This design comes from an exercise in tuning for a short achievable clock period and few clock cycles on the open sky130 flow, not from production work.
At most, simulation tests tie the RTL to the original design; equivalence was not proved.
For runs 1 and 2, only the layout was checked, not whether the RTL still works.
Power figures rest on the tool's default switching activity, not on a simulated workload.

===== design.v =====
module cpu(clk, reset, read_data, datapath_out, N, V, Z, mem_addr, m_cmd, write_data, halt_state_output);
  input clk, reset;
  input [15:0] read_data;
  output [15:0] datapath_out;
  output N, V, Z;
  output [8:0] mem_addr;
  output [1:0] m_cmd;
  output [15:0] write_data;
  output halt_state_output;
  reg [127:0] rf;             
  reg [15:0]  C;
  reg         fN, fV, fZ;
  reg         fNZ, fLT, fLE;   
  reg         halted;
  reg [8:0]   pcF;            
  reg         fv;             
  reg [8:0]   fa, fa1;        
  reg [15:0]  IR;
  reg         iv;             
  reg [8:0]   ipc1, ipc2;     
  reg [8:0]   itgt;           
  reg [1:0]   scnt;           
  reg         d_add, d_cmp, d_and, d_mvn, d_mov, d_movi, d_ldr, d_str, d_bx, d_bl, d_halt;
  reg         d_we;           
  reg [7:0]   d_wsel;         
  reg [7:0]   d_asel;         
  reg [7:0]   d_bn, d_bl1, d_br1, d_ba1;  
  reg         c_alw, c_z, c_nz, c_lt, c_le, c_c;    
  reg         dop, dst;       
  reg [8:0]   daddr;
  reg         ld1, ld2;       
  reg [2:0]   ld1rd, ld2rd;
  reg         kill;           
  reg [8:0]   kpc;
  wire exec = iv & (scnt == 2'd0) & ~kill & ~halted;
  reg [15:0] A, B;
  integer k;
  always @(*) begin
    A = 16'd0; B = 16'd0;
    for (k = 0; k < 8; k = k + 1) begin
      A = A | ({16{d_asel[k]}} & rf[16*k +: 16]);
      B = B | ({16{d_bn[k]}} & rf[16*k +: 16])
            | ({16{d_bl1[k]}} & {rf[16*k +: 15], 1'b0})
            | ({16{d_br1[k]}} & {1'b0, rf[16*k+1 +: 15]})
            | ({16{d_ba1[k]}} & {rf[16*k+15], rf[16*k+1 +: 15]});
    end
  end
  wire [15:0] sx5  = {{11{IR[4]}}, IR[4:0]};
  wire [15:0] sx8  = {{8{IR[7]}}, IR[7:0]};
  wire        mem  = d_ldr | d_str;
  wire [15:0] sumR = A + B;
  wire [15:0] sumI = A + sx5;
  wire [15:0] diff = A - B;
  wire        eqz  = (A == B);
  wire        nV   = ~eqz & A[15] & B[15];
  wire        nN   = ~eqz & ~nV & diff[15];
  wire        nLT  = ~eqz & (nV | diff[15]);
  wire [8:0]  blv  = itgt - 9'd2;
  wire [15:0] resc = ({16{d_add}} & sumR) | ({16{d_and}} & (A & B)) | ({16{d_mvn}} & ~B);
  wire [15:0] res  = resc | ({16{d_mov}} & B) | ({16{d_movi}} & sx8) | ({16{d_bl}} & {7'd0, blv});
  wire [15:0] cnext = resc | ({16{d_mov | d_str | d_bx}} & B) | ({16{d_ldr}} & sumI);
  wire cwr = d_add | d_and | d_mvn | d_mov | d_movi | d_ldr | d_str | d_bx;
  wire [15:0] Braw = B;
  wire takec = c_alw | (c_z & fZ) | (c_nz & fNZ) | (c_lt & fLT) | (c_le & fLE) | c_c;
  wire taken = exec & takec;
  wire [8:0] tgt = c_c ? C[8:0] : itgt;
  wire redir = taken & ~dop;
  wire redir_a = iv & (scnt == 2'd0) & ~dop & takec;
  assign mem_addr = redir_a ? tgt : (dop ? daddr : pcF);
  assign m_cmd    = dop ? (dst ? 2'b10 : 2'b01) : (halted ? 2'b00 : 2'b01);
  assign write_data = C;
  assign datapath_out = C;
  assign N = fN;
  assign V = fV;
  assign Z = fZ;
  assign halt_state_output = halted;
  wire flush      = (exec & (takec | d_bx)) | kill;   
  wire ir_free    = ~iv | exec | kill;
  wire cap        = fv & ~flush & ir_free;
  wire drop_stall = fv & ~flush & ~ir_free;
  wire fetch_seq  = ~dop & ~halted & ~redir & ~(iv & d_bx) & ~drop_stall & ~kill;
  wire [8:0] fa_n = redir ? tgt : pcF;
  wire [8:0] fa1_n = fa_n + 9'd1;
  wire [15:0] rd = read_data;
  wire [4:0] op5 = rd[15:11];
  wire p_add  = op5 == 5'b10100;
  wire p_cmp  = op5 == 5'b10101;
  wire p_and  = op5 == 5'b10110;
  wire p_mvn  = op5 == 5'b10111;
  wire p_movi = op5 == 5'b11010;
  wire p_mov  = op5 == 5'b11000;
  wire p_ldr  = op5 == 5'b01100;
  wire p_str  = op5 == 5'b10000;
  wire p_b    = op5 == 5'b00100;
  wire p_bl   = op5 == 5'b01011;
  wire p_bx   = op5 == 5'b01000;
  wire p_halt = ~(p_add | p_cmp | p_and | p_mvn | p_movi | p_mov | p_ldr | p_str | p_b | p_bl | p_bx);
  wire [2:0] rRn = rd[10:8], rRd = rd[7:5], rRm = rd[2:0];
  wire use_rn = p_add | p_cmp | p_and | p_ldr | p_str | p_movi | p_bl;
  wire use_rd = p_add | p_and | p_mvn | p_mov | p_ldr | p_str | p_bx;
  wire use_rm = p_add | p_cmp | p_and | p_mvn | p_mov;
  wire dep0 = iv & d_ldr & ((use_rn & (rRn == IR[7:5])) | (use_rd & (rRd == IR[7:5])) | (use_rm & (rRm == IR[7:5])));
  wire dep1 = ld1 & ((use_rn & (rRn == ld1rd)) | (use_rd & (rRd == ld1rd)) | (use_rm & (rRm == ld1rd)));
  wire [2:0] bnum = (p_str | p_bx) ? rRd : rRm;
  wire [1:0] bsh = (p_add | p_cmp | p_and | p_mvn | p_mov) ? rd[4:3] : 2'b00;
  wire [2:0] wnum = (p_movi | p_bl) ? rRn : rRd;
  wire [2:0] cnd = rd[10:8];
  integer r;
  always @(posedge clk) begin
    for (r = 0; r < 8; r = r + 1) begin
      if (exec & d_we & d_wsel[r])
        rf[16*r +: 16] <= res;
      else if (ld2 & (ld2rd == r))
        rf[16*r +: 16] <= read_data;
    end
    if (exec & cwr) C <= cnext;
    if (exec & d_cmp) begin
      fZ <= eqz; fV <= nV; fN <= nN;
      fNZ <= ~eqz; fLT <= nLT; fLE <= nLT | eqz;
    end
    if (cap) begin
      IR <= rd;
      ipc1 <= fa1;
      ipc2 <= fa1 + 9'd1;
      itgt <= fa1 + {rd[7], rd[7:0]};
      scnt <= dep0 ? 2'd2 : (dep1 ? 2'd1 : 2'd0);
      d_add <= p_add; d_cmp <= p_cmp; d_and <= p_and; d_mvn <= p_mvn;
      d_mov <= p_mov; d_movi <= p_movi; d_ldr <= p_ldr; d_str <= p_str;
      d_bx <= p_bx; d_bl <= p_bl; d_halt <= p_halt;
      d_we <= p_add | p_and | p_mvn | p_mov | p_movi | p_bl;
      d_wsel <= 8'd1 << wnum;
      d_asel <= 8'd1 << rRn;
      d_bn  <= (bsh == 2'b00) ? (8'd1 << bnum) : 8'd0;
      d_bl1 <= (bsh == 2'b01) ? (8'd1 << bnum) : 8'd0;
      d_br1 <= (bsh == 2'b10) ? (8'd1 << bnum) : 8'd0;
      d_ba1 <= (bsh == 2'b11) ? (8'd1 << bnum) : 8'd0;
      c_alw <= (p_b & (cnd == 3'b000 | cnd == 3'b101)) | p_bl;
      c_z   <= p_b & (cnd == 3'b001);
      c_nz  <= p_b & (cnd == 3'b010);
      c_lt  <= p_b & (cnd == 3'b011);
      c_le  <= p_b & (cnd == 3'b100);
      c_c   <= p_b & (cnd == 3'b110);
    end else if (scnt != 2'd0)
      scnt <= scnt - 2'd1;
    daddr <= sumI[8:0];
    dst <= d_str;
    ld1rd <= IR[7:5];
    ld2rd <= ld1rd;
    kpc <= ipc1;
    fa <= fa_n;
    fa1 <= fa1_n;
    if (kill)
      pcF <= kpc;
    else if (drop_stall)
      pcF <= fa;
    else if (exec & d_bx)
      pcF <= Braw[8:0];
    else if (taken)
      pcF <= redir ? fa1_n : tgt;
    else if (fetch_seq)
      pcF <= fa1_n;
    if (reset) begin
      pcF <= 9'd0;
      fv <= 1'b0;
      iv <= 1'b0;
      scnt <= 2'd0;
      dop <= 1'b0;
      ld1 <= 1'b0;
      ld2 <= 1'b0;
      kill <= 1'b0;
      halted <= 1'b0;
    end else begin
      fv <= redir | fetch_seq;
      iv <= cap | (iv & ~ir_free);
      dop <= exec & mem;
      ld1 <= exec & d_ldr;
      ld2 <= ld1;
      kill <= exec & d_str & ((sumI[8:0] == ipc1) | (sumI[8:0] == ipc2));
      if (exec & d_halt) halted <= 1'b1;
    end
  end
endmodule

===== run.sh =====
#!/bin/bash
# synth_recipe.tcl (not shown) runs the flow's synth.tcl, then flattens the netlist and writes it again
# the make line also repeats each setting of config.mk as NAME=value (left out here)
make -C /OpenROAD-flow-scripts/flow DESIGN_CONFIG=/design/flow/config.mk WORK_HOME=/design/flow/orfs CLKGATE_MAP_FILE= SYNTH_SCRIPT=/design/flow/synth_recipe.tcl finish

===== config.mk =====
export PLATFORM = sky130hd
export DESIGN_NAME = cpu
export DESIGN_NICKNAME = cpu
export VERILOG_FILES = /design/flow/design.v
export SDC_FILE = /design/flow/constraint.sdc
export NUM_CORES = 4
export LEC_CHECK = 0
export ABC_CLOCK_PERIOD_IN_PS = 2000
export CAP_MARGIN = 20
export CORE_MARGIN = 2
export CORE_UTILIZATION = 40
export SETUP_SLACK_MARGIN = 3.5
export SLEW_MARGIN = 20
export TNS_END_PERCENT = 100

===== constraint.sdc =====
create_clock -name core_clock -period 6.0 [get_ports {clk}]
set_input_delay 1.2000 -clock core_clock [delete_from_list [all_inputs] [get_ports {clk}]]
set_output_delay 1.2000 -clock core_clock [all_outputs]
set_load 0.01 [all_outputs]

==> impl_table.tex, run 1 <==
\begin{tabular}{lr}
\hline
Metric & Value \\
\hline
\multicolumn{2}{l}{\textbf{Status}} \\
\quad Status & complete, no violations \\
\multicolumn{2}{l}{\textbf{Final layout}} \\
\quad Share of the core filled with cells & 57.0\% \\
\quad Final \#Nets & around 2300 \\
\quad Share of final-layout standard cells stronger than drive strength 1 & a little over a third \\
\quad Synth-to-Final Area Change & 40.5\% \\
\quad Final non-filler cell total & 2866 \\
\multicolumn{2}{l}{\textbf{Floorplan}} \\
\quad Std-Cell Rows & 79 \\
\quad Overall die width & 221 µm \\
\quad Placeable core region & $\sim$47000 µm² \\
\quad I/O pin cnt & 65 \\
\quad Die Span Y & roughly 220 µm \\
\quad Total Die Area & 49000 µm² \\
\quad Initial cell density of the core & 40.5\% \\
\multicolumn{2}{l}{\textbf{CTS}} \\
\quad Maximum root-to-sink buffer count & 3 \\
\quad Post-cts hold buffer count & 0 \\
\quad TritonCTS sink count & 312 \\
\quad CTS clk-pin slew, worst paths & $\sim$0.06 ns \\
\quad Later-pin clock latency in the skew report & about 0.58 ns \\
\quad Clock tree from TritonCTS & built \\
\quad H-tree level count & 2 \\
\quad Number of clock buffers inserted by TritonCTS & 38 \\
\quad Clock tree root buffer cell & clkbuf\_16 \\
\multicolumn{2}{l}{\textbf{Timing}} \\
\quad Setup Viol. Count Final & 0 \\
\quad Total negative slack for setup checks & 0 ns \\
\quad Highest clock rate & 247 MHz \\
\quad Headroom to the max-slew limit & 12.5\% \\
\quad Max-slew violation count & 0 \\
\quad Count of final hold-check violations & 0 \\
\quad Part of the cycle the worst path needs & roughly two thirds \\
\quad Final clock skew & 0.0341 ns \\
\quad Slew at the pin closest to its max-slew limit & 1.31 ns \\
\quad Min Tclk post-route & between 4 and 5 ns \\
\quad Fin Hold WS & 0.402 ns \\
\quad Setup repair after global routing missed its margin & yes \\
\multicolumn{2}{l}{\textbf{Power and ir drop}} \\
\quad Leakage power total & 10.2 nW \\
\quad VDD IR max & about 290 µV \\
\quad Power Density & 529 nW/µm² \\
\multicolumn{2}{l}{\textbf{Routing}} \\
\quad Total iterations of the first detailed-routing run & 18 \\
\quad Via count & 19125 \\
\quad Final WL & 86300 µm \\
\quad Post-detailed-route via-to-cell ratio & between 6 and 7 \\
\quad Post-DRT Antenna Nets & 0 \\
\quad Avg WL per Cell & approximately 30 µm \\
\quad DRC viols & 0 \\
\quad DRC marker count from the first detailed-route iteration & between 2000 and 3000 \\
\multicolumn{2}{l}{\textbf{Logic synthesis}} \\
\quad Number of storage elements in the synthesis netlist & around 310 \\
\quad Number of enable flip-flop cells after synthesis & 251 \\
\quad Syn Std Cell Area & about 19000 µm² \\
\quad Net count of the mapped netlist & 2004 \\
\quad Synthesized instance count & 1925 \\
\quad Synth Flop Type & edfxtp\_1 \\
\quad Mean cell area of the mapped netlist & 9.82 µm² \\
\quad Post-synthesis sequential area ratio & 46.3\% \\
\quad Proportion of register bits with asynchronous set or reset after synthesis & 0\% \\
\quad Library cells used by synthesis & 73 \\
\quad Yosys warning total & 1 \\
\multicolumn{2}{l}{\textbf{Critical path}} \\
\quad Crit path required time & 6.26 ns \\
\quad Worst Setup End Kind & flip-flop \\
\quad CP Class & flip-flop to flip-flop \\
\quad Largest fanout of any net on the critical path & 8 \\
\quad Data arrival time of the critical path & 4.31 ns \\
\quad Critical path startpoint category & flip-flop \\
\quad Number of cells on the worst reg-to-reg path & 19 \\
\multicolumn{2}{l}{\textbf{Place}} \\
\quad RD Place Congestion & 1.01 \\
\quad Placed Cells incl. Taps & 2474 \\
\quad Number of input and output port buffers inserted & 64 \\
\quad Detail Placement HPWL & 52200 µm \\
\multicolumn{2}{l}{\textbf{GRT}} \\
\quad Wire length of the first global-routing pass & around 120000 µm \\
\quad Remaining global-route overflow & 0 \\
\quad Number of global-route vias before repair & 18041 \\
\quad Pin count of the biggest net entering global routing & 36 \\
\quad Tot GR Track Use & about 33\% \\
\quad Initial antenna violation count & 1 \\
\multicolumn{2}{l}{\textbf{Min path}} \\
\quad Hold/Removal Path Class & flip-flop to flip-flop \\
\quad Hold-critical path depth & 0 \\
\multicolumn{2}{l}{\textbf{Run}} \\
\quad Number of violations of the max-capacitance limit & 0 \\
\hline
\end{tabular}
flip-flops by register name, summed over array words and instances (netlist names), 9 cells and up, named ones only:
register / cells
fa: 9
rf: 128
ipc2: 9
pcF: 9
daddr: 9
fa1: 9
kpc: 9
ipc1: 9
C: 16
itgt: 9
logic make-up (layout without fill, tap and decap cells):
family / after synthesis / after routing / synth area share [%]
AO/OA/AOI/OAI: 605 / 607 / 22.0
XOR/XNOR: 82 / 82 / 4.09
adder cells (fa/ha/maj): 62 / 62 / 4.21
buffers and inverters: 218 / 548 / 4.66
flip-flops: 312 / 312 / 46.3
multiplexers: 77 / 77 / 4.28
other: 0 / 2 / 0
AND/OR/NAND/NOR: 569 / 569 / 14.5
report_power, final:
group          internal, mW  switching [mW]  leakage [nW]  total (mW)
sequential             3.11           0.671          2.83        3.78
combinational          3.58            4.40          6.78        7.99
clock                  1.31           0.978         0.593        2.28
stage by stage:
stage                     power, mW  instance area, µm²  worst slack [ns]
after global routing           14.5               26600              1.79
after global placement         8.54               20100              1.29
final                          14.1               26600              1.95
after detailed placement       8.60               20100              1.28
after floorplan                6.85               19100              2.12
after CTS                      12.7               25000              2.08
final timing paths:
check                                       startpoint          endpoint  slack, ns
worst min register to register       ipc1[1]$_DFFE_PP_    kpc[1]$_DFF_P_       0.40
worst max-delay path            d_ba1[2]$_SDFFCE_PP0P_  rf[93]$_DFFE_PP_       1.95
worst min-delay path                 ipc1[1]$_DFFE_PP_    kpc[1]$_DFF_P_       0.40
worst max register to register  d_ba1[2]$_SDFFCE_PP0P_  rf[93]$_DFFE_PP_       1.95
Yosys cell counts (14+ instances only):
| library cell | count | area share, % |
|---|---|---|
| xor2_1 | 30 | 1.4 |
| ha_1 | 58 | 3.8 |
| a211oi_1 | 22 | 0.87 |
| o21ai_1 | 40 | 1.1 |
| nor2_1 | 172 | 3.4 |
| nand4_1 | 54 | 1.8 |
| nor3_1 | 28 | 0.74 |
| mux2_2 | 31 | 1.8 |
| a21oi_1 | 121 | 3.2 |
| and3_1 | 28 | 0.93 |
| edfxtp_1 | 251 | 40 |
| a221oi_1 | 31 | 1.4 |
| nand2b_1 | 16 | 0.53 |
| a22oi_1 | 198 | 7.9 |
| xnor2_1 | 48 | 2.2 |
| buf_4 | 16 | 0.64 |
| nor2b_1 | 21 | 0.69 |
| inv_1 | 63 | 1.3 |
| nand3_1 | 54 | 1.4 |
| nand2_1 | 132 | 2.6 |
| buf_1 | 14 | 0.28 |
| o21ai_0 | 67 | 1.8 |
| a22o_1 | 31 | 1.4 |
| dfxtp_1 | 61 | 6.5 |
| clkbuf_1 | 123 | 2.4 |
| mux2i_1 | 46 | 2.4 |
per-layer routing:
layer  GRT usage, %  share of wire [%]  up-vias  wire length (µm)
met5              0                  0        -                 0
met3           8.80                 12      346             10400
met1           43.1                 38     9310             32500
met2           50.2                 44     1524             38000
met4           17.3                6.3        0              5450
li1               -                  -     7945                 -
repair_timing:
action / 4_1_cts / 5_1_grt
buffers inserted: 246 / 53
gates cloned: 10 / 12
endpoints found under the setup margin: 502 / 475
gates resized for setup: 533 / 246
pin swaps: 146 / 92
layout make-up:
cell class | count | area (µm²)
diodes | 2 | 5.00
clock buffers | 50 | 1030
clock inverters | 19 | 181
fillers | 3864 | 20100
inverters | 63 | 239
multi-input cells | 1397 | 11400
flip-flops and latches | 312 | 8770
well taps | 607 | 759
repair buffers | 416 | 4170
worst max-delay path: stages, from the launching register on:
cell and delay, ns:
edfxtp_1 0.40, or2_4 0.26, buf_8 0.14, buf_4 0.14
buf_12 0.12, a22o_1 0.22, a221oi_2 0.19, nand4_1 0.15
buf_6 0.16, ha_4 0.17, nor3_4 0.22, nand2_1 0.10
nor3_2 0.24, or2_1 0.19, o211ai_1 0.11, buf_4 0.19
xnor2_4 0.14, a2111oi_4 0.31, buf_6 0.20, a21oi_1 0.07
layout by cell type, fill, tap and decap left out, types with 17 or more instances in the layout:
| cell | instances |
|---|---|
| a21oi_1 | 63 |
| a21oi_2 | 51 |
| a221oi_1 | 17 |
| a22o_1 | 31 |
| a22oi_1 | 185 |
| and3_1 | 18 |
| buf_12 | 26 |
| buf_4 | 223 |
| buf_6 | 92 |
| clkbuf_16 | 43 |
| dfxtp_1 | 57 |
| edfxtp_1 | 251 |
| ha_1 | 29 |
| ha_4 | 23 |
| inv_1 | 56 |
| mux2i_1 | 37 |
| nand2_1 | 115 |
| nand3_1 | 39 |
| nand4_1 | 54 |
| nor2_1 | 148 |
| nor3_1 | 17 |
| o21ai_0 | 49 |
| o21ai_1 | 29 |
| o21ai_2 | 27 |
| xnor2_1 | 37 |
| xor2_1 | 25 |
==> run 2: changes to the inputs <==
--- a/config.mk
+++ b/config.mk
@@ -7,3 +7,3 @@
 export LEC_CHECK = 0
-export ABC_CLOCK_PERIOD_IN_PS = 2000
+export ABC_CLOCK_PERIOD_IN_PS = 1000
 export CAP_MARGIN = 20
@@ -11,3 +11,3 @@
 export CORE_UTILIZATION = 40
-export SETUP_SLACK_MARGIN = 3.5
+export SETUP_SLACK_MARGIN = 4.0
 export SLEW_MARGIN = 20
==> impl_table.tex, run 2 <==
\begin{tabular}{lr}
\hline
Metric & Value \\
\hline
\multicolumn{2}{l}{\textbf{Status}} \\
\quad Status & complete, no violations (unchanged) \\
\multicolumn{2}{l}{\textbf{Timing}} \\
\quad Slew at the pin closest to its max-slew limit & 1.33 ns (was 1.31 ns) \\
\quad Final worst slack & 1.97 ns (was 1.95 ns) \\
\quad Max-slew violation count & 0 (unchanged) \\
\quad Setup Viol. Count Final & 0 (unchanged) \\
\quad Setup repair after global routing missed its margin & yes (unchanged) \\
\quad Min Tclk post-route & 4.03 ns (was 4.05 ns) \\
\quad Final clock skew & 0.0361 ns (was 0.0341 ns) \\
\quad Count of final hold-check violations & 0 (unchanged) \\
\quad Total negative slack for setup checks & 0 ns (unchanged) \\
\quad Part of the cycle the worst path needs & 67.1\% (was 67.5\%) \\
\quad Highest clock rate & 248 MHz (was 247 MHz) \\
\quad Headroom to the max-slew limit & 11.0\% (was 12.5\%) \\
\multicolumn{2}{l}{\textbf{Place}} \\
\quad RD Place Congestion & 1.01 (unchanged) \\
\quad Detail Placement HPWL & 52200 µm (unchanged) \\
\quad Pre-CTS setup slack & 1.28 ns (unchanged) \\
\quad Number of input and output port buffers inserted & 64 (unchanged) \\
\multicolumn{2}{l}{\textbf{Critical path}} \\
\quad FF-to-FF End & rf[45]\$\_DFFE\_PP\_ (was rf[93]\$\_DFFE\_PP\_) \\
\quad Reg2reg setup slack & 1.97 ns (was 1.95 ns) \\
\quad Worst Setup End Kind & flip-flop (unchanged) \\
\quad Worst setup path startpoint & d\_ba1[2]\$\_SDFFCE\_PP0P\_ (unchanged) \\
\quad Master of the slowest instance on the critical path & edfxtp\_1 (unchanged) \\
\quad Critical path endpoint & rf[45]\$\_DFFE\_PP\_ (was rf[93]\$\_DFFE\_PP\_) \\
\quad Startpoint of the worst-slack reg-to-reg timing path & d\_ba1[2]\$\_SDFFCE\_PP0P\_ (unchanged) \\
\quad Critical Path Max Stage Delay & 0.40 ns (about the same) \\
\quad Data arrival time of the critical path & 4.30 ns (was 4.31 ns) \\
\quad Critical path startpoint category & flip-flop (unchanged) \\
\quad Number of cells on the worst reg-to-reg path & 19 (unchanged) \\
\quad Ordered cell list for the critical path & or2\_4, buf\_8, buf\_4, buf\_12, a22o\_1, a221oi\_2, nand4\_1, buf\_6, ha\_4, nor3\_4, nand2\_1, nor3\_2, or2\_1, o211ai\_1, buf\_4, xnor2\_4, a2111oi\_4, buf\_6, a21oi\_1 (unchanged) \\
\quad CP Class & flip-flop to flip-flop (unchanged) \\
\quad Dominant delay contributor by cell family on the critical path & simple AND/OR/NAND/NOR gates (unchanged) \\
\quad Largest fanout of any net on the critical path & 8 (unchanged) \\
\quad Crit path required time & 6.27 ns (was 6.26 ns) \\
\quad Instance count on the critical path & 19 (unchanged) \\
\quad Total buffers and inverters traversed by the critical path & 6 (unchanged) \\
\multicolumn{2}{l}{\textbf{CTS}} \\
\quad H-tree level count & 2 (unchanged) \\
\quad Number of clock buffers inserted by TritonCTS & 38 (unchanged) \\
\quad Clock tree from TritonCTS & built (unchanged) \\
\quad Maximum root-to-sink buffer count & 3 (unchanged) \\
\quad CTS clk-pin slew, worst paths & 0.06 ns (about the same) \\
\quad Post-cts hold buffer count & 0 (unchanged) \\
\quad TritonCTS sink count & 312 (unchanged) \\
\quad Clock tree root buffer cell & clkbuf\_16 (unchanged) \\
\quad Later-pin clock latency in the skew report & 0.58 ns (about the same) \\
\multicolumn{2}{l}{\textbf{Routing}} \\
\quad Post-DRT Antenna Nets & 0 (unchanged) \\
\quad Uppermost metal layer occupied by signal nets & met4 (unchanged) \\
\quad DRC marker count from the first detailed-route iteration & 3276 (was 2997) \\
\quad Total iterations of the first detailed-routing run & 18 (unchanged) \\
\quad Met2 wire length & 39700 µm (was 38000 µm) \\
\quad Final WL & 91800 µm (was 86300 µm) \\
\quad Post-detailed-route via-to-cell ratio & 6.79 (was 6.67) \\
\quad WL met1 & 32500 µm (about the same) \\
\quad Avg WL per Cell & 31.1 µm (was 30.1 µm) \\
\quad Via count & 20031 (was 19125) \\
\quad DRC viols & 0 (unchanged) \\
\quad Routed met3 length & 12600 µm (was 10400 µm) \\
\multicolumn{2}{l}{\textbf{Final layout}} \\
\quad Most flop-heavy register & rf (unchanged) \\
\quad Most frequent cells in the layout & 251 x edfxtp\_1, 246 x buf\_4, 185 x a22oi\_1 (was 251 x edfxtp\_1, 223 x buf\_4, 185 x a22oi\_1) \\
\quad Leading cell type in the layout, fill and taps excluded & edfxtp\_1 (unchanged) \\
\quad Share of final-layout standard cells stronger than drive strength 1 & 42.9\% (was 36.3\%) \\
\quad FILL cells & 3584 (was 3864) \\
\quad Max FFs per register & 128 (unchanged) \\
\quad Share of the core filled with cells & 60.6\% (was 57.0\%) \\
\quad Largest registers ranked by flip-flop count & rf: 128 flops, C: 16 flops (unchanged) \\
\quad Synth-to-Final Area Change & 49.6\% (was 40.5\%) \\
\quad Final \#Nets & 2391 (was 2307) \\
\multicolumn{2}{l}{\textbf{Logic synthesis}} \\
\quad Number of storage elements in the synthesis netlist & 312 (unchanged) \\
\quad Yosys warning total & 1 (unchanged) \\
\quad Synthesized instance count & 1925 (unchanged) \\
\quad Number of enable flip-flop cells after synthesis & 251 (unchanged) \\
\quad Library cell with the highest instance count after synthesis & edfxtp\_1 (unchanged) \\
\quad Most frequent cells after synthesis & 251 x edfxtp\_1, 198 x a22oi\_1, 172 x nor2\_1 (unchanged) \\
\quad Mean cell area of the mapped netlist & 9.82 µm² (unchanged) \\
\quad Net count of the mapped netlist & 2004 (unchanged) \\
\quad Proportion of register bits with asynchronous set or reset after synthesis & 0\% (unchanged) \\
\quad Library cells used by synthesis & 73 (unchanged) \\
\quad Post-synth top area cell & edfxtp\_1 (unchanged) \\
\quad Post-synthesis sequential area ratio & 46.3\% (unchanged) \\
\quad Synth top area cells & edfxtp\_1 40\%, a22oi\_1 7.9\%, dfxtp\_1 6.5\% (unchanged) \\
\quad Area share of the leading cell type in the synthesized netlist & 39.9\% (unchanged) \\
\quad Syn Std Cell Area & 18900 µm² (unchanged) \\
\quad Synth Flop Type & edfxtp\_1 (unchanged) \\
\multicolumn{2}{l}{\textbf{Power and ir drop}} \\
\quad Final Total Pwr & 14.9 mW (was 14.1 mW) \\
\quad VDD IR max & 301 µV (was 286 µV) \\
\quad Leakage power total & 10.8 nW (was 10.2 nW) \\
\quad Power Density & 526 nW/µm² (was 529 nW/µm²) \\
\multicolumn{2}{l}{\textbf{GRT}} \\
\quad Tot GR Track Use & 35.2\% (was 33.0\%) \\
\quad Initial antenna violation count & 0 (was 1) \\
\quad Remaining global-route overflow & 0 (unchanged) \\
\quad Number of global-route vias before repair & 18846 (was 18041) \\
\quad Pin count of the biggest net entering global routing & 34 (was 36) \\
\quad Wire length of the first global-routing pass & 128000 µm (was 121000 µm) \\
\multicolumn{2}{l}{\textbf{Min path}} \\
\quad Hold-critical path depth & 0 (unchanged) \\
\quad Hold/Removal Path Class & flip-flop to flip-flop (unchanged) \\
\multicolumn{2}{l}{\textbf{Floorplan}} \\
\quad Die Span Y & 221 µm (unchanged) \\
\quad I/O pin cnt & 65 (unchanged) \\
\quad Overall die width & 221 µm (unchanged) \\
\quad Initial cell density of the core & 40.5\% (unchanged) \\
\quad Placeable core region & 46700 µm² (unchanged) \\
\quad Std-Cell Rows & 79 (unchanged) \\
\quad Total Die Area & 49000 µm² (unchanged) \\
\multicolumn{2}{l}{\textbf{Run}} \\
\quad Number of violations of the max-capacitance limit & 0 (unchanged) \\
\hline
\end{tabular}
[run 2: cell counts after synthesis]
Identical to the previous run, type by type.
[run 2: worst min path at each step]
stage                            from        endpoint  slack (ns)
floorplan           ipc1[7]$_DFFE_PP_  kpc[7]$_DFF_P_        0.36
global placement    ipc1[0]$_DFFE_PP_  kpc[0]$_DFF_P_        0.38
detailed placement  ipc1[1]$_DFFE_PP_  kpc[1]$_DFF_P_        0.38
CTS                 ipc1[1]$_DFFE_PP_  kpc[1]$_DFF_P_        0.40
global route        ipc1[7]$_DFFE_PP_  kpc[7]$_DFF_P_        0.43
finish              ipc1[1]$_DFFE_PP_  kpc[1]$_DFF_P_        0.40
[run 2: power breakdown]
group,internal (mW),switching (mW),total [mW]
logic,4.04,4.74,8.78
registers,3.11,0.702,3.82
clock network,1.31,0.990,2.30
total,8.46,6.43,14.9
[run 2: stage by stage]
stage	area (µm²)	hold slack, ns	cells
after floorplan	19100	0.362	1925
after global placement	20100	0.382	2474
after detailed placement	20100	0.384	2474
after CTS	26500	0.404	2879
after global routing	28300	0.429	2948
final	28300	0.402	2949
[run 2: cells by family after synthesis]
group                      synth area share, %
adders and majority gates                 4.21
muxes                                     4.28
and+or+nand+nor                           14.5
DFF                                       46.3
xor gates and xnor gates                  4.09
buffers and inverters                     4.66
AOI/OAI and AO/OA                         22.0
[run 2: layout make-up]
type	count	area, µm²	share of cell area, %
sequential	312	8770	31.0
timing repair buffer	499	5240	18.5
tap	607	759	2.69
inverter	63	244	0.863
antenna	1	2.50	0.00885
clock buffer	50	1030	3.63
clock inverter	19	181	0.642
multi-input combinational	1398	12100	42.6
[run 2: per-layer routing]
metal | vias to the layer above | track usage, %
li1 | 8105 | -
met1 | 9741 | 44.1
met2 | 1728 | 53.0
met3 | 457 | 11.0
met4 | 0 | 21.7
met5 | - | 0
[run 2: timing repair]
action | 4_1_cts | 5_1_grt
gates resized for setup | 813 | 283
buffers inserted | 312 | 62
setup endpoints to repair | 565 | 533
pin swaps | 189 | 130
gates cloned | 24 | 7
==> run 3: changes to the inputs <==
--- a/design.v
+++ b/design.v
@@ -12,3 +12,3 @@
   reg         fN, fV, fZ;
-  reg         fNZ, fLT, fLE;   
+  reg         fNZ, fLT, fLE, fGE, fGT;   
   reg         halted;
@@ -17,5 +17,11 @@
   reg [8:0]   fa, fa1;        
+  reg         fpred;          
+  reg [3:0]   bv;
+  reg [35:0]  bpc, btg;       
+  reg [1:0]   bptr;
   reg [15:0]  IR;
   reg         iv;             
-  reg [8:0]   ipc1, ipc2;     
+  reg [8:0]   ipc0, ipc1, ipc2;   
+  reg         ipred;          
+  reg         d_bwd;          
   reg [8:0]   itgt;           
@@ -27,3 +33,3 @@
   reg [7:0]   d_bn, d_bl1, d_br1, d_ba1;  
-  reg         c_alw, c_z, c_nz, c_lt, c_le, c_c;    
+  reg         c_alw, c_z, c_nz, c_lt, c_le, c_ge, c_gt, c_c;    
   reg         dop, dst;       
@@ -63,3 +69,4 @@
   wire [15:0] Braw = B;
-  wire takec = c_alw | (c_z & fZ) | (c_nz & fNZ) | (c_lt & fLT) | (c_le & fLE) | c_c;
+  wire takec = c_alw | (c_z & fZ) | (c_nz & fNZ) | (c_lt & fLT) | (c_le & fLE)
+             | (c_ge & fGE) | (c_gt & fGT) | c_c;
   wire taken = exec & takec;
@@ -83,2 +90,13 @@
   wire [8:0] fa1_n = fa_n + 9'd1;
+  reg        hit;
+  reg [8:0]  htg;
+  integer q;
+  always @(*) begin
+    hit = 1'b0; htg = 9'd0;
+    for (q = 0; q < 4; q = q + 1)
+      if (bv[q] & (bpc[9*q +: 9] == fa_n)) begin
+        hit = 1'b1; htg = htg | btg[9*q +: 9];
+      end
+  end
+  wire [8:0] nxt_n = hit ? htg : fa1_n;
   wire [15:0] rd = read_data;
@@ -107,2 +125,4 @@
   wire [2:0] cnd = rd[10:8];
+  wire p_bc = p_b & (cnd == 3'b001 | cnd == 3'b010 | cnd == 3'b011 | cnd == 3'b100);
+  wire pr = fpred & p_bc;    
   integer r;
@@ -118,3 +138,3 @@
       fZ <= eqz; fV <= nV; fN <= nN;
-      fNZ <= ~eqz; fLT <= nLT; fLE <= nLT | eqz;
+      fNZ <= ~eqz; fLT <= nLT; fLE <= nLT | eqz; fGE <= ~nLT; fGT <= ~(nLT | eqz);
     end
@@ -124,3 +144,6 @@
       ipc2 <= fa1 + 9'd1;
-      itgt <= fa1 + {rd[7], rd[7:0]};
+      itgt <= pr ? fa1 : fa1 + {rd[7], rd[7:0]};
+      ipc0 <= fa;
+      ipred <= pr;
+      d_bwd <= p_bc & rd[7] & ~fpred;
       scnt <= dep0 ? 2'd2 : (dep1 ? 2'd1 : 2'd0);
@@ -137,6 +160,8 @@
       c_alw <= (p_b & (cnd == 3'b000 | cnd == 3'b101)) | p_bl;
-      c_z   <= p_b & (cnd == 3'b001);
-      c_nz  <= p_b & (cnd == 3'b010);
-      c_lt  <= p_b & (cnd == 3'b011);
-      c_le  <= p_b & (cnd == 3'b100);
+      c_z   <= p_b & (pr ? (cnd == 3'b010) : (cnd == 3'b001));
+      c_nz  <= p_b & (pr ? (cnd == 3'b001) : (cnd == 3'b010));
+      c_lt  <= p_b & ~pr & (cnd == 3'b011);
+      c_le  <= p_b & ~pr & (cnd == 3'b100);
+      c_ge  <= pr & (cnd == 3'b011);
+      c_gt  <= pr & (cnd == 3'b100);
       c_c   <= p_b & (cnd == 3'b110);
@@ -151,2 +176,11 @@
     fa1 <= fa1_n;
+    fpred <= hit;
+    for (q = 0; q < 4; q = q + 1)
+      if (exec & d_str & (sumI[8:0] == bpc[9*q +: 9])) bv[q] <= 1'b0;
+    if (exec & takec & d_bwd) begin
+      bv[bptr] <= 1'b1;
+      bpc[9*bptr +: 9] <= ipc0;
+      btg[9*bptr +: 9] <= itgt;
+      bptr <= bptr + 2'd1;
+    end
     if (kill)
@@ -158,5 +192,5 @@
     else if (taken)
-      pcF <= redir ? fa1_n : tgt;
+      pcF <= redir ? nxt_n : tgt;
     else if (fetch_seq)
-      pcF <= fa1_n;
+      pcF <= nxt_n;
     if (reset) begin
@@ -171,2 +205,4 @@
       halted <= 1'b0;
+      bv <= 4'd0;
+      bptr <= 2'd0;
     end else begin
--- a/config.mk
+++ b/config.mk
@@ -7,3 +7,3 @@
 export LEC_CHECK = 0
-export ABC_CLOCK_PERIOD_IN_PS = 1000
+export ABC_CLOCK_PERIOD_IN_PS = 2000
 export CAP_MARGIN = 20
@@ -11,3 +11,3 @@
 export CORE_UTILIZATION = 40
-export SETUP_SLACK_MARGIN = 4.0
+export SETUP_SLACK_MARGIN = 3.5
 export SLEW_MARGIN = 20
==> impl_table.tex, run 3 <==
\begin{tabular}{lr}
\hline
Metric & Value \\
\hline
\multicolumn{2}{l}{\textbf{Logic synthesis}} \\
\quad Area share of the leading cell type in the synthesized netlist & 43.1\% (was 39.9\%) \\
\quad Library cell with the highest instance count after synthesis & edfxtp\_1 (unchanged) \\
\quad Post-synthesis sequential area ratio & 48.9\% (was 46.3\%) \\
\quad Syn Std Cell Area & 23500 µm² (was 18900 µm²) \\
\quad Synthesized instance count & 2347 (was 1925) \\
\quad Library cells used by synthesis & 75 (was 73) \\
\quad Synth Flop Type & edfxtp\_1 (unchanged) \\
\quad Number of storage elements in the synthesis netlist & 405 (was 312) \\
\quad Post-synth top area cell & edfxtp\_1 (unchanged) \\
\quad Most frequent cells after synthesis & 337 x edfxtp\_1, 274 x nand2\_1, 210 x a22oi\_1 (was 251 x edfxtp\_1, 198 x a22oi\_1, 172 x nor2\_1) \\
\quad Number of enable flip-flop cells after synthesis & 337 (was 251) \\
\quad Synth top area cells & edfxtp\_1 43\%, a22oi\_1 6.7\%, dfxtp\_1 5.8\% (was edfxtp\_1 40\%, a22oi\_1 7.9\%, dfxtp\_1 6.5\%) \\
\quad Mean cell area of the mapped netlist & 10.0 µm² (was 9.82 µm²) \\
\quad Net count of the mapped netlist & 2430 (was 2004) \\
\quad Yosys warning total & 1 (unchanged) \\
\quad Proportion of register bits with asynchronous set or reset after synthesis & 0\% (unchanged) \\
\multicolumn{2}{l}{\textbf{GRT}} \\
\quad Remaining global-route overflow & 0 (unchanged) \\
\quad Initial antenna violation count & 3 (was 0) \\
\quad Number of global-route vias before repair & 22100 (was 18846) \\
\quad Pin count of the biggest net entering global routing & 40 (was 34) \\
\quad Tot GR Track Use & 33.9\% (was 35.2\%) \\
\quad Wire length of the first global-routing pass & 151000 µm (was 128000 µm) \\
\multicolumn{2}{l}{\textbf{Floorplan}} \\
\quad Std-Cell Rows & 88 (was 79) \\
\quad Die Span Y & 246 µm (was 221 µm) \\
\quad Overall die width & 246 µm (was 221 µm) \\
\quad Initial cell density of the core & 40.6\% (was 40.5\%) \\
\quad Placeable core region & 57900 µm² (was 46700 µm²) \\
\quad I/O pin cnt & 65 (unchanged) \\
\quad Total Die Area & 60700 µm² (was 49000 µm²) \\
\multicolumn{2}{l}{\textbf{Timing}} \\
\quad Highest clock rate & 233 MHz (was 248 MHz) \\
\quad Part of the cycle the worst path needs & 71.6\% (was 67.1\%) \\
\quad Setup repair after global routing missed its margin & yes (unchanged) \\
\quad Count of final hold-check violations & 0 (unchanged) \\
\quad Final clock skew & 0.0508 ns (was 0.0361 ns) \\
\quad Min Tclk post-route & 4.29 ns (was 4.03 ns) \\
\quad Max-slew violation count & 0 (unchanged) \\
\quad Setup Viol. Count Final & 0 (unchanged) \\
\quad Slew at the pin closest to its max-slew limit & 1.07 ns (was 1.33 ns) \\
\quad Total negative slack for setup checks & 0 ns (unchanged) \\
\quad Headroom to the max-slew limit & 28.8\% (was 11.0\%) \\
\multicolumn{2}{l}{\textbf{Final layout}} \\
\quad Share of final-layout standard cells stronger than drive strength 1 & 35.7\% (was 42.9\%) \\
\quad Final \#Nets & 2865 (was 2391) \\
\quad Synth-to-Final Area Change & 44.0\% (was 49.6\%) \\
\quad Most flop-heavy register & rf (unchanged) \\
\quad Most frequent cells in the layout & 337 x edfxtp\_1, 261 x buf\_4, 260 x nand2\_1 (was 251 x edfxtp\_1, 246 x buf\_4, 185 x a22oi\_1) \\
\quad Share of the core filled with cells & 58.4\% (was 60.6\%) \\
\quad FILL cells & 4617 (was 3584) \\
\quad Largest registers ranked by flip-flop count & rf: 128 flops, bpc: 36 flops, btg: 36 flops (was rf: 128 flops, C: 16 flops) \\
\quad Leading cell type in the layout, fill and taps excluded & edfxtp\_1 (unchanged) \\
\quad Max FFs per register & 128 (unchanged) \\
\multicolumn{2}{l}{\textbf{Routing}} \\
\quad DRC viols & 0 (unchanged) \\
\quad DRC marker count from the first detailed-route iteration & 3669 (was 3276) \\
\quad Post-detailed-route via-to-cell ratio & 6.51 (was 6.79) \\
\quad Post-DRT Antenna Nets & 0 (unchanged) \\
\quad Total iterations of the first detailed-routing run & 10 (was 18) \\
\quad Final WL & 108000 µm (was 91800 µm) \\
\quad Via count & 23350 (was 20031) \\
\quad Avg WL per Cell & 30.0 µm (was 31.1 µm) \\
\multicolumn{2}{l}{\textbf{Critical path}} \\
\quad Total buffers and inverters traversed by the critical path & 3 (was 6) \\
\quad CP Class & flip-flop to flip-flop (unchanged) \\
\quad Worst Setup End Kind & flip-flop (unchanged) \\
\quad Ordered cell list for the critical path & buf\_6, a22o\_1, a221oi\_2, nand3\_1, nor2\_2, nand4\_1, buf\_6, ha\_4, or3\_4, buf\_4, a21oi\_4, or4\_4, a21oi\_4, a211oi\_2, xnor2\_1, a2111o\_2, mux2\_4 (was or2\_4, buf\_8, buf\_4, buf\_12, a22o\_1, a221oi\_2, nand4\_1, buf\_6, ha\_4, nor3\_4, nand2\_1, nor3\_2, or2\_1, o211ai\_1, buf\_4, xnor2\_4, a2111oi\_4, buf\_6, a21oi\_1) \\
\quad Largest fanout of any net on the critical path & 8 (unchanged) \\
\quad Critical path startpoint category & flip-flop (unchanged) \\
\quad Data arrival time of the critical path & 4.66 ns (was 4.30 ns) \\
\quad Master of the slowest instance on the critical path & a2111o\_2 (was edfxtp\_1) \\
\quad Crit path required time & 6.37 ns (was 6.27 ns) \\
\quad Critical Path Max Stage Delay & 0.58 ns (was 0.40 ns) \\
\quad Dominant delay contributor by cell family on the critical path & compound AO/OA/AOI/OAI gates (was simple AND/OR/NAND/NOR gates) \\
\multicolumn{2}{l}{\textbf{Power and ir drop}} \\
\quad Clk pwr share & 17.2\% (was 15.4\%) \\
\quad Net switching component of the power & 7.40 mW (was 6.43 mW) \\
\quad Power share of the combinational group & 55.8\% (was 59.0\%) \\
\quad Internal power contribution & 10.1 mW (was 8.46 mW) \\
\quad Sequential power share & 27.0\% (was 25.6\%) \\
\quad VDD IR max & 324 µV (was 301 µV) \\
\quad Power Density & 518 nW/µm² (was 526 nW/µm²) \\
\quad Switching share of power & 42.2\% (was 43.2\%) \\
\quad Leakage power total & 13.2 nW (was 10.8 nW) \\
\multicolumn{2}{l}{\textbf{CTS}} \\
\quad TritonCTS sink count & 405 (was 312) \\
\quad Maximum root-to-sink buffer count & 3 (unchanged) \\
\quad H-tree level count & 2 (unchanged) \\
\quad Clock tree root buffer cell & clkbuf\_16 (unchanged) \\
\quad Post-cts hold buffer count & 0 (unchanged) \\
\quad Later-pin clock latency in the skew report & 0.62 ns (was 0.58 ns) \\
\quad Number of clock buffers inserted by TritonCTS & 47 (was 38) \\
\quad CTS clk-pin slew, worst paths & 0.06 ns (about the same) \\
\quad Clock tree from TritonCTS & built (unchanged) \\
\multicolumn{2}{l}{\textbf{Min path}} \\
\quad Hold/Removal Path Class & flip-flop to flip-flop (unchanged) \\
\multicolumn{2}{l}{\textbf{Place}} \\
\quad Detail Placement HPWL & 61900 µm (was 52200 µm) \\
\quad RD Place Congestion & 0.976 (was 1.01) \\
\quad Number of input and output port buffers inserted & 64 (unchanged) \\
\multicolumn{2}{l}{\textbf{Status}} \\
\quad Status & complete, no violations (unchanged) \\
\multicolumn{2}{l}{\textbf{Run}} \\
\quad Number of violations of the max-capacitance limit & 0 (unchanged) \\
\hline
\end{tabular}
[run 3: power groups by stage]
| stage | sequential, mW | combinational (mW) | clock, mW |
|---|---|---|---|
| global route | 4.75 | 10.1 | 3.12 |
| finish | 4.73 | 9.79 | 3.01 |
| floorplan | 4.30 | 3.93 | 0 |
| CTS | 4.63 | 8.38 | 2.99 |
| global placement | 4.97 | 5.24 | 0 |
| detailed placement | 4.98 | 5.29 | 0 |
[run 3: worst register-to-register path, stage by stage, from the launching register on]
cell	delay [ns]
edfxtp_1	0.50
buf_6	0.19
a22o_1	0.23
a221oi_2	0.18
nand3_1	0.13
nor2_2	0.14
nand4_1	0.21
buf_6	0.21
ha_4	0.16
or3_4	0.36
buf_4	0.16
a21oi_4	0.15
or4_4	0.17
a21oi_4	0.05
a211oi_2	0.17
xnor2_1	0.12
a2111o_2	0.58
mux2_4	0.33
[run 3: layout make-up]
class,count,area (µm²),area share [%]
Multi-Input combinational cell,1636,13300,39.4
Inverter,148,569,1.68
Tap cell,765,957,2.83
Sequential cell,405,11500,34.0
Clock buffer,63,1320,3.90
Antenna cell,1,2.50,0.00740
Timing Repair Buffer,544,5890,17.4
Clock inverter,24,267,0.788
[run 3: cell families (layout without fill, tap and decap cells)]
family	count (synthesis)	in the layout	share of synthesized area [%]
other cells	0	1	0
buf+inv	314	779	5.31
flops	405	405	48.9
mux	75	75	3.81
compound gates	682	682	19.4
xor+xnor	162	162	6.04
simple gates	643	651	12.9
fa+ha+maj	66	66	3.60
[run 3: repair_timing]
item,CTS,global route
buffers inserted,335,86
gates cloned,27,1
resized for setup,633,270
pin swaps,186,124
setup endpoints to repair,633,524
[run 3: through the flow]
step,setup WS (ns),hold WS (ns),instances,total power [mW],area (µm²)
2_1_floorplan,1.94,0.367,2347,8.23,24100
3_3_place_gp,1.17,0.380,3049,10.2,25100
3_5_place_dp,1.08,0.382,3049,10.3,25100
4_1_cts,1.88,0.387,3498,16.0,32000
5_1_grt,1.63,0.387,3585,18.0,33800
6_report,1.71,0.381,3586,17.5,33800
[run 3: worst paths after layout]
check	from	end	slack [ns]	depth (start not counted)
worst max-delay path	d_bl1[2]$_SDFFCE_PP0P_	rf[79]$_DFFE_PP_	1.71	17
worst min register to register	ipc1[0]$_DFFE_PP_	kpc[0]$_DFF_P_	0.38	0
worst min-delay path	ipc1[0]$_DFFE_PP_	kpc[0]$_DFF_P_	0.38	0
worst max register to register	d_bl1[2]$_SDFFCE_PP0P_	rf[79]$_DFFE_PP_	1.71	17
[run 3: layer usage]
| layer | part of all wire [%] | routed length (µm) | vias to the layer above | global-route usage [%] |
|---|---|---|---|---|
| li1 | - | - | 9621 | - |
| met1 | 37 | 40300 | 11371 | 44.2 |
| met2 | 43 | 46600 | 1870 | 51.0 |
| met3 | 13 | 14300 | 486 | 10.7 |
| met4 | 5.9 | 6400 | 2 | 16.5 |
| met5 | 0.010 | 11 | - | 0 |
Testbench counts of run 3, summed over its fixed seeds: cycles 44,776.

==> re-timing with driven ports <==
The results above use ideal ports. As a check the final layouts listed here were re-extracted and re-timed, cells and wires unchanged.
Step 1 (the two cells are an assumption about what drives the block):
set clk [get_ports {clk}]
set_driving_cell -lib_cell sky130_fd_sc_hd__clkbuf_16 $clk
set_driving_cell -lib_cell sky130_fd_sc_hd__buf_2 [delete_from_list [all_inputs] $clk]
Step 2, shift: input delay + t, output delay - t, t = (earliest + latest rising clock arrival at the registers) / 2. This alone moves slack from input paths to output paths.
Three values: no drivers, after step 1, after step 2; two values: the first two.
| run | t (ns) | setup WS [ns] | worst setup path at the end |
|---|---|---|---|
| run 1 | 0.617 | 1.953 / 1.953 / 1.953 | register to register |
| run 2 | 0.621 | 1.972 / 1.972 / 1.972 | register to register |
| run 3 | 0.657 | 1.707 / 1.707 / 1.707 | register to register |
After both steps setup and hold are still met in every run listed.
